From an optimization exercise on the open Yosys and OpenROAD flow, aimed at small area and a short achievable clock period; shortcuts taken in it are not production practice. The RTL was checked by simulation tests, not by an equivalence proof against the original design.

Setup of red:
// fft
module fft(rst,s,x0,x1,x2,x3,x4,x5,x6,x7,real_out,img_out,clk);
clock: 72.0 ns
lec_check: 0
abc_area: 1
cap_margin: 20
core_margin: 2
core_utilization: 40
slew_margin: 20
standard.sh (not shown) runs the stock make flow with config.mk's settings and CLKGATE_MAP_FILE= SYNTH_SCRIPT=/design/flow/synth_recipe.tcl, a recipe that flattens the netlist after the stock synthesis.
==> flow/flow/run.sh <==
#!/bin/bash
# The standard layout (standard.sh) with these changes:
#  - synthesis: the standard flow's synthesis script (synth_recipe.tcl, unchanged) runs
#    with ABC's area mapper (flow/abc_amap.script) in place of ORFS's abc_area.script, and without Yosys's extract_fa, so ABC maps the adders too. Registers are mapped before either step, so they
#    are the standard synthesis's;
#  - the timing repair steps (floorplan, CTS, global route) aim for a setup
#    slack of SETUP_SLACK_MARGIN ns; the SDC and clock period are unchanged;
#  - every input and output port gets a buf_2 as its buffer.
# Tool output: standard.log here, and ORFS's logs under orfs/logs.
set -e
W=$PWD
cat > $W/synth_own.tcl <<EOT
proc extract_fa {args} { puts "extract_fa skipped" }
proc abc {args} {
  set i [lsearch -exact \$args -script]
  if {\$i >= 0 && "abc_amap.script" ne ""} { lset args [expr {\$i + 1}] $W/flow/abc_amap.script }
  yosys abc {*}\$args
}
source $W/synth_recipe.tcl
EOT
sed -e "s|SYNTH_SCRIPT=[^ ]*|SYNTH_SCRIPT=$W/synth_own.tcl|" standard.sh > standard_own.sh
export SETUP_SLACK_MARGIN=44
export BUFFER_PORTS_ARGS="-buffer_cell sky130_fd_sc_hd__buf_2"
bash standard_own.sh > standard.log 2>&1
==> flow/flow/abc_amap.script <==
strash
balance
rewrite
refactor
balance
rewrite
rewrite -z
balance
refactor -z
rewrite -z
balance
dch
amap
topo
stime -c
buffer -c
upsize -c
dnsize -c
red finished every step from synthesis to the final layout, and the layout passed the timing, DRC and antenna checks.
## Diff of input files: blue against red
==> flow/flow/run.sh <==
#!/bin/bash
export SETUP_SLACK_MARGIN=48
export BUFFER_PORTS_ARGS="-buffer_cell sky130_fd_sc_hd__buf_2"
bash standard.sh > standard.log 2>&1
removed: flow/flow/abc_amap.script
Results
- blue ended with every stage complete and zero timing, DRC or antenna violations.
- As of blue, via count had risen by a few percent compared to red.
- Taking red as the reference point, the number of buffers and inverters on the critical path of blue rises by 6.
- Wire length of the first global-routing pass delta (blue − red): unfavourable
- blue vs. red: number of buffers created by CTS up 2.5%; design area up about 30%.
- Setup slack after layout was lower in red than in blue.
- Between red and blue, the global routing usage summed across all routing layers is lower for blue.
- Total of buffers placed on input and output ports: red vs blue identical
- Relative to red, pin count of the biggest net entering global routing increased by 18 in blue.
> inputs changed (blue -> green)
==> flow/flow/run.sh <==
#!/bin/bash
# The standard layout (standard.sh) with these changes:
#  - synthesis: the standard flow's synthesis script (synth_recipe.tcl, unchanged) runs
#    with ABC's area mapper (flow/abc_amap.script) in place of ORFS's abc_area.script, and without Yosys's extract_fa, so ABC maps the adders too. Registers are mapped before either step, so they
#    are the standard synthesis's;
#  - the timing repair steps (floorplan, CTS, global route) aim for a setup
#    slack of SETUP_SLACK_MARGIN ns; the SDC and clock period are unchanged;
#  - every input and output port gets a buf_2 as its buffer.
# Tool output: standard.log here, and ORFS's logs under orfs/logs.
set -e
W=$PWD
cat > $W/synth_own.tcl <<EOT
proc extract_fa {args} { puts "extract_fa skipped" }
proc abc {args} {
  set i [lsearch -exact \$args -script]
  if {\$i >= 0 && "abc_amap.script" ne ""} { lset args [expr {\$i + 1}] $W/flow/abc_amap.script }
  yosys abc {*}\$args
}
source $W/synth_recipe.tcl
EOT
sed -e "s|SYNTH_SCRIPT=[^ ]*|SYNTH_SCRIPT=$W/synth_own.tcl|" standard.sh > standard_own.sh
export SETUP_SLACK_MARGIN=45
export BUFFER_PORTS_ARGS="-buffer_cell sky130_fd_sc_hd__buf_2"
bash standard_own.sh > standard.log 2>&1
==> flow/flow/abc_amap.script (new file) <==
strash
balance
rewrite
refactor
balance
rewrite
rewrite -z
balance
refactor -z
rewrite -z
balance
dch
amap
topo
stime -c
buffer -c
upsize -c
dnsize -c
diff --git a/flow/config.mk b/flow/config.mk
--- a/flow/config.mk
+++ b/flow/config.mk
@@ -11 +11,2 @@
-export CORE_UTILIZATION = 40
+export CORE_UTILIZATION = 65
+export PLACE_DENSITY = 0.8
Results
The count of cell instances traversed by the critical path number comes out higher for green vs blue. Relative to blue, detailed placer's ending HPWL decreased by 23% in green. Detailed route, green vs blue: via total higher for green. On length of routed met3 wiring: between green and blue, it ends up lower for blue. Setup WNS blue -> green: worse. Between blue and green, the flow reports area enclosed by the die boundary decreasing by more than half.
Modified inputs, orange compared to green
==> flow/flow/run.sh <==
#!/bin/bash
# The standard layout (standard.sh) with three changes:
#  - synthesis maps the logic with ABC's area mapper: the standard flow's synthesis script
#    (synth_recipe.tcl, unchanged) runs with the ABC script flow/abc_amap.script
#    in place of ORFS's abc_area.script. Registers are mapped before ABC runs,
#    so they are the standard synthesis's;
#  - the timing repair steps (floorplan, CTS, global route) aim for a setup
#    slack of SETUP_SLACK_MARGIN ns; the SDC and clock period are unchanged;
#  - every input and output port gets a buf_2 as its buffer.
# Tool output: standard.log here, and ORFS's logs under orfs/logs.
set -e
W=$PWD
cat > $W/synth_abc.tcl <<EOT
proc abc {args} {
  set i [lsearch -exact \$args -script]
  if {\$i >= 0} { lset args [expr {\$i + 1}] $W/flow/abc_amap.script }
  yosys abc {*}\$args
}
source $W/synth_recipe.tcl
EOT
sed -e "s|SYNTH_SCRIPT=[^ ]*|SYNTH_SCRIPT=$W/synth_abc.tcl|" standard.sh > standard_abc.sh
export SETUP_SLACK_MARGIN=48
export BUFFER_PORTS_ARGS="-buffer_cell sky130_fd_sc_hd__buf_2"
bash standard_abc.sh > standard.log 2>&1
==> flow/flow/abc_amap.script <==
strash
dch
amap
topo
stime -c
buffer -c
upsize -c
dnsize -c
diff --git a/flow/config.mk b/flow/config.mk
--- a/flow/config.mk
+++ b/flow/config.mk
@@ -11,2 +11 @@
-export CORE_UTILIZATION = 65
-export PLACE_DENSITY = 0.8
+export CORE_UTILIZATION = 40
Notes after the runs:
orange reached the end of the flow, and the finished layout is clean on the timing, DRC and antenna checks. The fraction of met3 tracks used by global routing reported for orange is smaller than that of green by 9.5 points. qW[1]$_DFF_P_ as the beginning of the critical path was reported by green, and qW[24]$_DFF_P_ by orange. Taking green as the reference, in orange iteration-0 DRC count of the detailed router lost 5276, length of routed met3 wiring has decreased. orange vs. green: post-cts gate resize count saw an increase, total non-filler cell area in the finished layout saw an increase, fmax saw an increase.
--- input diff orange..purple ---
==> flow/flow/run.sh <==
#!/bin/bash
# The standard layout (standard.sh) with these changes:
#  - synthesis: the standard flow's synthesis script (synth_recipe.tcl, unchanged) runs
#    with ABC's area mapper (flow/abc_amap.script) in place of ORFS's abc_area.script, and without Yosys's extract_fa, so ABC maps the adders too. Registers are mapped before either step, so they
#    are the standard synthesis's;
#  - the timing repair steps (floorplan, CTS, global route) aim for a setup
#    slack of SETUP_SLACK_MARGIN ns; the SDC and clock period are unchanged;
#  - every input and output port gets a buf_2 as its buffer.
# Tool output: standard.log here, and ORFS's logs under orfs/logs.
set -e
W=$PWD
cat > $W/synth_own.tcl <<EOT
proc extract_fa {args} { puts "extract_fa skipped" }
proc abc {args} {
  set i [lsearch -exact \$args -script]
  if {\$i >= 0 && "abc_amap.script" ne ""} { lset args [expr {\$i + 1}] $W/flow/abc_amap.script }
  yosys abc {*}\$args
}
source $W/synth_recipe.tcl
EOT
sed -e "s|SYNTH_SCRIPT=[^ ]*|SYNTH_SCRIPT=$W/synth_own.tcl|" standard.sh > standard_own.sh
export SETUP_SLACK_MARGIN=40
export BUFFER_PORTS_ARGS="-buffer_cell sky130_fd_sc_hd__buf_2"
bash standard_own.sh > standard.log 2>&1
==> flow/flow/abc_amap.script <==
strash
balance
rewrite
refactor
balance
rewrite
rewrite -z
balance
refactor -z
rewrite -z
balance
dch
amap
topo
stime -c
buffer -c
upsize -c
dnsize -c
--- outcome ---
- Between orange and purple, the flow reports total length of routed met3 wires increasing slightly.
- Summary of purple over orange: per-instance average area after synthesis has decreased.

[port drivers added, routing unchanged]
The results above use ideal ports. As a check the final layouts listed here were re-extracted and re-timed, cells and wires unchanged. Step 1 assumes that a clkbuf_16 drives the clock port and a buf_2 every other input. Step 2, shift: input delay + t, output delay - t, t = (earliest + latest rising clock arrival at the registers) / 2. This alone moves slack from input paths to output paths. a / b / c = ideal / step 1 / step 2; a / b = the first two.
| run | shift t [ns] | slack for setup (ns) | latest minus earliest clock arrival (ns) | worst data-port slew with drivers (ns) | cell pins on the clock port's net |
|---|---|---|---|---|---|
| red | 0.661 | 45.142 / 45.068 / 44.575 | 0.043 / 0.043 | 0.14 | 1 |
| blue | 0.665 | 48.406 / 48.341 / 47.981 | 0.054 / 0.054 | 0.14 | 1 |
| green | 0.664 | 45.080 / 45.006 / 45.035 | 0.038 / 0.038 | 0.07 | 1 |
| orange | 0.657 | 47.026 / 46.963 / 47.350 | 0.040 / 0.040 | 0.22 | 1 |
| purple | 0.657 | 43.686 / 43.613 / 43.593 | 0.038 / 0.038 | 0.13 | 1 |
After both steps setup and hold are still met in every run listed. For red, which loses most, drivers alone change the setup slack by -0.074 ns; drivers and shift together by -0.567 ns.
